This design comes from an exercise in tuning for small area and a short achievable clock period on the open sky130 flow, not from production work.
Only simulation tests tie the RTL to the original design; equivalence was not proved.
Power is estimated from default activity; no workload was simulated.

==> job 9964 <==
Design mips_core, start of the top module:
module mips_core(
	input clk,
	input reset,
	output [31:0] imem_addr,
	input [31:0] imem_rdata,
	output [31:0] d_addr,
	output [31:0] d_wdata,
	output [3:0] d_be,
	output dm_we,
	input [31:0] dm_rdata,
	output pr_we,
	input [31:0] pr_rdata,
	input [5:0] hwint
	);
	localparam R_NW = 2'b00, R_ALU = 2'b01, R_DM = 2'b10, R_PC = 2'b11;
	reg [31:0] PC;
	reg [31:0] IR_D;
	reg [31:0] PC4_D;
	reg        vD;           
	reg [31:0] RD1_D, RD2_D;  
	reg        fMp1, fMa1, fW1, fMp2, fMa2, fW2;  
	reg        excD;         
	reg [31:0] V1_E, V2_E, EXT_E, PC8_E;
	reg        excE, riE;    
	reg        trapE;        
	reg        invE;         
	reg        s_add_E, s_or_E, s_and_E, s_xor_E, s_nor_E, s_sh_E, s_slt_E, s_sltu_E, s_b_E;
	reg        shl_E, sra_E;
	reg [1:0]  fB_E;         
	reg        sA_v, sA_m, sA_w, sA_s;  
	reg        sB_v, sB_m, sB_w, sB_i;  
	reg        fWD_E;        
	reg [1:0]  Res_E;
	reg [4:0]  A3_E;
	reg        mtc0_E, mfc0_E, eret_E, ds_E;
	reg        sw_E, sh_E, sb_E, lw_E, lh_E, lhu_E, lb_E, lbu_E;
	reg [31:0] ALUOut_M, V2_M, PC8_M;
	reg        excM;
	reg [4:0]  codeM;
	reg [4:0]  RdC_M;
	reg        fWD_M;
	reg [1:0]  Res_M;
	reg [4:0]  A3_M;
	reg        mtc0_M, mfc0_M, eret_M, ds_M;
	reg        sw_M, sh_M, sb_M, lw_M, lh_M, lhu_M, lb_M, lbu_M;
	reg [31:0] WD_W;
	reg [4:0]  A3_W;
	reg        we_W;         
	reg        ds_W, eret_W;
	reg [31:0] RF [1:31];
	genvar ri;
	reg [31:0] EPC;
	reg [15:10] Im;
	reg Exl, Ie;
	reg [6:2] ExcCode;
	reg [15:10] Ip;
	reg BD;
	reg [5:0] imask;         
	wire [5:0] Op = IR_D[31:26];
	wire [5:0] Funct = IR_D[5:0];
	wire [4:0] Rs = IR_D[25:21];
	wire [4:0] Rt = IR_D[20:16];
	wire [4:0] Rd = IR_D[15:11];
	wire rtype = (Op == 6'b000000);
	wire add   = rtype && Funct == 6'b100000;
	wire addu  = rtype && Funct == 6'b100001;
	wire sub   = rtype && Funct == 6'b100010;
	wire subu  = rtype && Funct == 6'b100011;
	wire and_  = rtype && Funct == 6'b100100;
	wire or_   = rtype && Funct == 6'b100101;
	wire xor_  = rtype && Funct == 6'b100110;
	wire nor_  = rtype && Funct == 6'b100111;
	wire slt   = rtype && Funct == 6'b101010;
	wire sltu  = rtype && Funct == 6'b101011;
	wire sll   = rtype && Funct == 6'b000000;
	wire srl   = rtype && Funct == 6'b000010;
  ...
Settings: LEC_CHECK=0, CAP_MARGIN=20, CORE_MARGIN=2, CORE_UTILIZATION=55, SETUP_SLACK_MARGIN=5, SLEW_MARGIN=20; clock period 10.0 ns.
run.sh (not shown) runs the stock make flow with config.mk's settings and CLKGATE_MAP_FILE= SYNTH_SCRIPT=/design/flow/synth_recipe.tcl, a recipe that flattens the netlist after the stock synthesis.
==> inputs of job 6819, as changes to job 9964 <==
--- a/flow/design.v
+++ b/flow/design.v
@@ -25,11 +25,11 @@
 	reg        excE, riE;    
 	reg        trapE;        
 	reg        invE;         
 	reg        s_add_E, s_or_E, s_and_E, s_xor_E, s_nor_E, s_sh_E, s_slt_E, s_sltu_E, s_b_E;
 	reg        shl_E, sra_E;
-	reg [1:0]  fB_E;         
+	reg        fB_v, fB_m, fB_w;  
 	reg        sA_v, sA_m, sA_w, sA_s;  
 	reg        sB_v, sB_m, sB_w, sB_i;  
 	reg        fWD_E;        
 	reg [1:0]  Res_E;
 	reg [4:0]  A3_E;
@@ -37,16 +37,19 @@
 	reg        sw_E, sh_E, sb_E, lw_E, lh_E, lhu_E, lb_E, lbu_E;
 	reg [31:0] ALUOut_M, V2_M, PC8_M;
 	reg        excM;
 	reg [4:0]  codeM;
 	reg [4:0]  RdC_M;
-	reg        fWD_M;
+	reg        hdm_M, hdev_M, h7f08_M;  
+	reg        wdm_M, wpr_M;    
+	reg [5:0]  zdm_M, zpr_M;    
 	reg [1:0]  Res_M;
 	reg [4:0]  A3_M;
 	reg        mtc0_M, mfc0_M, eret_M, ds_M;
 	reg        sw_M, sh_M, sb_M, lw_M, lh_M, lhu_M, lb_M, lbu_M;
 	reg [31:0] WD_W;
+	wire [31:0] WD_M;        
 	reg [4:0]  A3_W;
 	reg        we_W;         
 	reg        ds_W, eret_W;
 	reg [31:0] RF [1:31];
 	genvar ri;
@@ -54,11 +57,11 @@
 	reg [15:10] Im;
 	reg Exl, Ie;
 	reg [6:2] ExcCode;
 	reg [15:10] Ip;
 	reg BD;
-	reg [5:0] imask;         
+	wire [5:0] imask_n;      
 	wire [5:0] Op = IR_D[31:26];
 	wire [5:0] Funct = IR_D[5:0];
 	wire [4:0] Rs = IR_D[25:21];
 	wire [4:0] Rt = IR_D[20:16];
 	wire [4:0] Rd = IR_D[15:11];
@@ -162,27 +165,26 @@
 	wire zero = (rd1 == rd2);
 	wire lt0 = rd1[31];
 	wire gt0 = !rd1[31] && (rd1 != 32'd0);
 	wire taken = (bgez & !lt0) | (bltz & lt0) | (beq & zero) | (bne & !zero) | (bgtz & gt0) | (blez & !gt0)
 	           | j | jal | eret;
-	wire hit_dev = (ALUOut_M >= 32'h00007f00 && ALUOut_M <= 32'h00007f0b) ||
-	               (ALUOut_M >= 32'h00007f10 && ALUOut_M <= 32'h00007f43);
-	wire hit_dm  = (ALUOut_M < 32'h00003000);
+	wire hit_dev = hdev_M;
+	wire hit_dm  = hdm_M;
 	wire st_M = sw_M | sh_M | sb_M;
 	wire ld_M = lw_M | lh_M | lhu_M | lb_M | lbu_M;
 	wire s_exc = (sw_M && ALUOut_M[1:0] != 2'b00) || (sh_M && ALUOut_M[0])
 	           || (st_M && !hit_dm && !hit_dev)
-	           || (st_M && ALUOut_M >= 32'h00007f08 && ALUOut_M <= 32'h00007f0b)
+	           || (st_M && h7f08_M)
 	           || ((sh_M | sb_M) && hit_dev);
 	wire l_exc = (lw_M && ALUOut_M[1:0] != 2'b00) || ((lh_M | lhu_M) && ALUOut_M[0])
 	           || (ld_M && !hit_dm && !hit_dev)
 	           || ((lh_M | lhu_M | lb_M | lbu_M) && hit_dev);
 	wire int_req = (|(hwint & Im)) & Ie & !Exl;
 	wire exc_req = s_exc | l_exc | excM;
 	wire flush = int_req | exc_req;
 	wire [4:0] exc_code = int_req ? 5'd0 : excM ? codeM : s_exc ? 5'd5 : l_exc ? 5'd4 : 5'd0;
-	wire [31:0] V2_M_AMF = fWD_M ? WD_W : V2_M;
+	wire [31:0] V2_M_AMF = V2_M;    
 	wire cp0_we = mtc0_M;
 	wire [31:0] EPC_O = (cp0_we && A3_M == 5'd14) ? V2_M_AMF : EPC;
 	wire [31:0] B_target = {{14{imm[15]}}, imm, 2'b00} + PC4_D;
 	wire [31:0] J_target = {PC4_D[31:28], IR_D[25:0], 2'b00};
 	wire [31:0] npc = eret ? EPC_O : (j | jal) ? J_target : B_target;
@@ -255,25 +257,23 @@
 	wire fb_m = rt_eqE & nzE & (Res_E == R_ALU);
 	wire fb_w = rt_eqM & nzM & (Res_M == R_ALU | Res_M == R_DM);
 	wire e_zero = reset | flush | stall;
 	always @(posedge clk) begin
 		if (e_zero) begin
-			V1_E <= 32'd0; V2_E <= 32'd0;
 			excE <= 1'b0; riE <= 1'b0; trapE <= 1'b0;
 			invE <= 1'b0;
 			s_add_E <= 1'b0; s_or_E <= 1'b0; s_and_E <= 1'b0; s_xor_E <= 1'b0; s_nor_E <= 1'b0;
 			s_sh_E <= 1'b0; s_slt_E <= 1'b0; s_sltu_E <= 1'b0; s_b_E <= 1'b0;
 			shl_E <= 1'b0; sra_E <= 1'b0;
-			fB_E <= 2'b00; fWD_E <= 1'b0;
+			fB_v <= 1'b0; fB_m <= 1'b0; fB_w <= 1'b0; fWD_E <= 1'b0;
 			sA_v <= 1'b0; sA_m <= 1'b0; sA_w <= 1'b0; sA_s <= 1'b0;
 			sB_v <= 1'b0; sB_m <= 1'b0; sB_w <= 1'b0; sB_i <= 1'b0;
 			Res_E <= R_NW; A3_E <= 5'd0;
 			mtc0_E <= 1'b0; mfc0_E <= 1'b0; eret_E <= 1'b0; ds_E <= 1'b0;
 			sw_E <= 1'b0; sh_E <= 1'b0; sb_E <= 1'b0;
 			lw_E <= 1'b0; lh_E <= 1'b0; lhu_E <= 1'b0; lb_E <= 1'b0; lbu_E <= 1'b0;
 		end else begin
-			V1_E <= rd1; V2_E <= rd2;
 			excE <= excD | illegal; riE <= !excD;
 			trapE <= add | addi | sub;
 			invE <= (ALUctr == 4'd1) | (ALUctr == 4'd9) | (ALUctr == 4'd10);
 			s_add_E <= (ALUctr == 4'd0) | (ALUctr == 4'd1);
 			s_or_E <= (ALUctr == 4'd2);
@@ -284,11 +284,11 @@
 			shl_E <= (ALUctr == 4'd6);
 			sra_E <= (ALUctr == 4'd7);
 			s_slt_E <= (ALUctr == 4'd9);
 			s_sltu_E <= (ALUctr == 4'd10);
 			s_b_E <= (ALUctr == 4'd11);
-			fB_E <= {fb_m, !fb_m & fb_w};
+			fB_m <= fb_m; fB_w <= !fb_m & fb_w; fB_v <= !fb_m & !fb_w;
 			fWD_E <= rt_eqE & nzE & (Res_E == R_DM);
 			sA_s <= alu_a_sel;
 			sA_m <= !alu_a_sel & fa_m;
 			sA_w <= !alu_a_sel & !fa_m & fa_w;
 			sA_v <= !alu_a_sel & !fa_m & !fa_w;
@@ -300,19 +300,22 @@
 			mtc0_E <= mtc0; mfc0_E <= mfc0; eret_E <= eret; ds_E <= delay_slot;
 			sw_E <= sw; sh_E <= sh; sb_E <= sb;
 			lw_E <= lw; lh_E <= lh; lhu_E <= lhu; lb_E <= lb; lbu_E <= lbu;
 		end
 	end
-	always @(posedge clk)
+	always @(posedge clk) begin
 		EXT_E <= ExOut;
+		V1_E <= rd1;
+		V2_E <= rd2;
+	end
 	always @(posedge clk) begin
 		if (reset || flush)
 			PC8_E <= 32'd0;
 		else
 			PC8_E <= PC8_D;
 	end
-	wire [31:0] fwdB = fB_E[1] ? ALUOut_M : fB_E[0] ? WD_W : V2_E;
+	wire [31:0] fwdB = ({32{fB_v}} & V2_E) | ({32{fB_m}} & ALUOut_M) | ({32{fB_w}} & WD_W);
 	wire [31:0] SrcA = ({32{sA_v}} & V1_E) | ({32{sA_m}} & ALUOut_M) | ({32{sA_w}} & WD_W)
 	                 | {27'b0, {5{sA_s}} & EXT_E[10:6]};
 	wire [31:0] SrcB = ({32{sB_v}} & V2_E) | ({32{sB_m}} & ALUOut_M) | ({32{sB_w}} & WD_W)
 	                 | ({32{sB_i}} & EXT_E);
 	wire [31:0] Bx = SrcB ^ {32{invE}};
@@ -358,23 +361,56 @@
 	                      | ({32{s_sh_E}} & shout)
 	                      | {31'd0, s_slt_E & slt_r}
 	                      | {31'd0, s_sltu_E & sltu_r}
 	                      | ({32{s_b_E}} & SrcB);
 	wire overflow = trapE & ovf;
+	wire [31:0] pg_o = SrcA | Bx;
+	wire [31:0] s_lo = pg_p ^ carry[31:0];
+	wire [31:15] zt;
+	wire [31:9]  kt;
+	generate for (gi = 15; gi < 32; gi = gi + 1) begin : g_zt
+		assign zt[gi] = pg_p[gi] == pg_o[gi-1];
+	end endgenerate
+	generate for (gi = 9; gi < 32; gi = gi + 1) begin : g_kt
+		if (gi <= 14) begin : g_one
+			assign kt[gi] = !pg_p[gi] == pg_g0[gi-1];
+		end else if (gi == 15) begin : g_edge
+			assign kt[gi] = pg_p[gi] == pg_g0[gi-1];
+		end else begin : g_zero
+			assign kt[gi] = pg_p[gi] == pg_o[gi-1];
+		end
+	end endgenerate
+	wire zero_31_14 = (pg_p[14] == carry[14]) & (&zt);
+	wire is_7f_31_8 = (!pg_p[8] == carry[8]) & (&kt);
+	wire hdm_E = zero_31_14 & !(s_lo[13] & s_lo[12]);
+	wire hdev_E = is_7f_31_8 & ((s_lo[7:4] == 4'd0 & !(s_lo[3] & s_lo[2])) |
+	                            (s_lo[7:6] == 2'd0 & s_lo[5:4] != 2'd0) |
+	                            (s_lo[7:2] == 6'b010000));
+	wire h7f08_E = is_7f_31_8 & (s_lo[7:2] == 6'b000010);
+	wire st_E = sw_E | sh_E | sb_E;
+	wire st_mis_E = (sw_E & (s_lo[1] | s_lo[0])) | (sh_E & s_lo[0]);
+	wire exc_E = excE | overflow;
+	wire wdm_E = st_E & hdm_E & !st_mis_E & !exc_E;
+	wire wpr_E = sw_E & hdev_E & !s_lo[1] & !s_lo[0] & !h7f08_E & !exc_E;
 	always @(posedge clk) begin
 		if (reset || flush) begin
 			ALUOut_M <= 32'd0; V2_M <= 32'd0; PC8_M <= 32'd0;
-			excM <= 1'b0; codeM <= 5'd0; fWD_M <= 1'b0;
+			excM <= 1'b0; codeM <= 5'd0;
+			hdm_M <= 1'b0; hdev_M <= 1'b0; h7f08_M <= 1'b0;
+			wdm_M <= 1'b0; wpr_M <= 1'b0;
+			zdm_M <= 6'd0; zpr_M <= 6'd0;
 			Res_M <= R_NW; A3_M <= 5'd0;
 			mtc0_M <= 1'b0; mfc0_M <= 1'b0; eret_M <= 1'b0; ds_M <= 1'b0;
 			sw_M <= 1'b0; sh_M <= 1'b0; sb_M <= 1'b0;
 			lw_M <= 1'b0; lh_M <= 1'b0; lhu_M <= 1'b0; lb_M <= 1'b0; lbu_M <= 1'b0;
 		end else begin
-			ALUOut_M <= ALUResult; V2_M <= fwdB; PC8_M <= PC8_E;
+			ALUOut_M <= ALUResult; V2_M <= fWD_E ? WD_M : fwdB; PC8_M <= PC8_E;
+			hdm_M <= hdm_E; hdev_M <= hdev_E; h7f08_M <= h7f08_E;
+			wdm_M <= wdm_E; wpr_M <= wpr_E;
+			zdm_M <= imask_n & {6{wdm_E}}; zpr_M <= imask_n & {6{wpr_E}};
 			excM <= excE | overflow;
 			codeM <= excE ? (riE ? 5'd10 : 5'd4) : overflow ? 5'd12 : 5'd0;
-			fWD_M <= fWD_E;
 			Res_M <= Res_E; A3_M <= A3_E;
 			mtc0_M <= mtc0_E; mfc0_M <= mfc0_E; eret_M <= eret_E; ds_M <= ds_E;
 			sw_M <= sw_E; sh_M <= sh_E; sb_M <= sb_E;
 			lw_M <= lw_E; lh_M <= lh_E; lhu_M <= lhu_E; lb_M <= lb_E; lbu_M <= lbu_E;
 		end
@@ -383,14 +419,12 @@
 		RdC_M <= EXT_E[15:11];
 	assign d_addr = ALUOut_M;
 	assign d_be = sb_M ? (4'b0001 << ALUOut_M[1:0]) :
 	              sh_M ? (ALUOut_M[1] ? 4'b1100 : 4'b0011) : 4'b1111;
 	assign d_wdata = sh_M ? {2{V2_M_AMF[15:0]}} : sb_M ? {4{V2_M_AMF[7:0]}} : V2_M_AMF;
-	wire int_out = |(hwint & imask);
-	wire st_ok = st_M && !s_exc && !excM;
-	assign dm_we = st_ok && hit_dm && !int_out;
-	assign pr_we = st_ok && hit_dev && !int_out;
+	assign dm_we = wdm_M && !(|(hwint & zdm_M));
+	assign pr_we = wpr_M && !(|(hwint & zpr_M));
 	wire [31:0] cp0_out = (RdC_M == 5'd12) ? {16'b0, Im, 8'b0, Exl, Ie} :
 	                      (RdC_M == 5'd13) ? {BD, 15'b0, Ip, 3'b0, ExcCode, 2'b0} :
 	                      (RdC_M == 5'd14) ? EPC :
 	                      (RdC_M == 5'd15) ? 32'h16231137 : 32'b0;
 	wire [31:0] mem_in = mfc0_M ? cp0_out : hit_dm ? dm_rdata : pr_rdata;
@@ -403,11 +437,11 @@
 	                      lbu_M ? ((ALUOut_M[1:0] == 2'd3) ? {24'b0, mem_in[31:24]} :
 	                               (ALUOut_M[1:0] == 2'd2) ? {24'b0, mem_in[23:16]} :
 	                               (ALUOut_M[1:0] == 2'd1) ? {24'b0, mem_in[15:8]} :
 	                                                         {24'b0, mem_in[7:0]}) :
 	                      mem_in;
-	wire [31:0] WD_M = (Res_M == R_PC) ? PC8_M : (Res_M == R_DM) ? mem_ext : ALUOut_M;
+	assign WD_M = (Res_M == R_PC) ? PC8_M : (Res_M == R_DM) ? mem_ext : ALUOut_M;
 	wire [31:0] epc_dec = ds_W ? 32'd12 : 32'd8;
 	wire [31:0] epc_E = PC8_E - epc_dec;
 	wire [31:0] epc_M = PC8_M - epc_dec;
 	wire bd_i = ds_W && flush;
 	wire epc_from_E = int_req && eret_W;
@@ -421,18 +455,18 @@
 		else if (eret_M)
 			Exl_n = 1'b0;
 		else if (cp0_we && A3_M == 5'd12)
 			{Im_n, Exl_n, Ie_n} = {ALUOut_M[15:10], ALUOut_M[1], ALUOut_M[0]};
 	end
+	assign imask_n = Im_n & {6{Ie_n & !Exl_n}};
 	always @(posedge clk) begin
 		if (reset) begin
-			Im <= 6'b0; Exl <= 1'b0; Ie <= 1'b0; imask <= 6'b0; Ip <= 6'b0;
+			Im <= 6'b0; Exl <= 1'b0; Ie <= 1'b0; Ip <= 6'b0;
 			ExcCode <= 5'b0; BD <= 1'b0; EPC <= 32'b0;
 		end else begin
 			Ip <= hwint;
 			Im <= Im_n; Exl <= Exl_n; Ie <= Ie_n;
-			imask <= Im_n & {6{Ie_n & !Exl_n}};
 			if (flush) begin
 				BD <= bd_i;
 				ExcCode <= exc_code;
 				EPC <= epc_sel;
 			end else if (eret_M) begin
- CORE_UTILIZATION: 55 -> 45
==> results.txt <==
In job 6819 the synthesized area is higher than in job 9964, by about 2.2%. Between job 9964 and job 6819, the lower total power is in job 9964 (gap about 6%, measured against job 6819). Against job 6819, the setup slack of job 9964 is worse by 0.090 ns. In job 9964 the clock power is smaller than in job 6819, by 3.3%. Of job 9964 and job 6819, job 9964 has the higher register-to-register slack (gap 0.07 ns). Of job 6819 and job 9964, job 9964 has the higher clock skew (gap 0.012 ns). Of job 6819 and job 9964, job 6819 has the higher combinational power (gap 17%, measured against job 9964). Of job 6819 and job 9964, job 6819 has the higher wire length (gap about 12%, measured against job 9964).
==> figures <==
Result of the run: job 6819 no timing/DRC/antenna violations; job 9964 no timing/DRC/antenna violations
Arithmetic-cell share of the synthesized area counting full adders, half adders and majority gates: job 6819 2.553%; job 9964 2.184%
GPL Wtd Cong: job 6819 1.101; job 9964 1.102
Register fraction of the total cell area: job 6819 43.50%; job 9964 44.50%
Reg-to-reg endpoint: job 6819 RD2_D[18]; job 9964 s_add_E
Pin count of the biggest net entering global routing: job 6819 91; job 9964 76
Pre-Repair DR Iteration Count: job 6819 14; job 9964 15
Required @ worst endpoint: job 6819 10.73 ns; job 9964 8.00 ns
Fraction of standard cell area in multi-input logic: job 6819 41.09%; job 9964 40.39%
Share of cell area taken by muxes after synthesis: job 6819 5.888%; job 9964 5.185%
Post-synthesis compound-gate area fraction: job 6819 22.05%; job 9964 21.50%
Endpoint of the worst hold path: job 6819 RdC_M[1]; job 9964 RdC_M[3]
Final Cycle Share: job 6819 51.59%; job 9964 52.49%
Startpoint of the worst setup timing path: job 6819 IR_D[29]; job 9964 ALUOut_M[31]
Combinational Power Share: job 6819 22.5%; job 9964 20.5%
Multi-input gate count: job 6819 5,433; job 9964 5,302
Number of global-route vias before repair: job 6819 73,870; job 9964 71,320
Std-Cell Rows: job 6819 157; job 9964 140

-- afterwards: timing with drivers on the ports --
The flow's constraints put no driver on any port. The routed layouts listed below were extracted and timed again, unchanged, in two steps. Step 1: set_driving_cell puts a clkbuf_16 on clk and a buf_2 on each other input, an assumption about the parent block. Step 2 also shifts input and output timing later by t, the mid clock arrival at the registers, as if the neighbouring blocks saw the same clock. a / b / c = ideal / step 1 / step 2; a / b = the first two.
run | t, ns | setup WS [ns] | worst setup path after step 2 | slew at the worst register clock pin (ns) | cell pins on the clock port's net
job 9964 | 0.952 | 4.751 / 4.658 / 4.078 | input to register | 0.07 / 0.07 | 1
job 6819 | 0.942 | 4.841 / 4.841 / 4.059 | input to register | 0.07 / 0.07 | 1
After both steps setup and hold are still met in every run listed. The setup slack of job 6819, which loses most, moves by 0.000 ns with the drivers and by -0.782 ns with both steps.
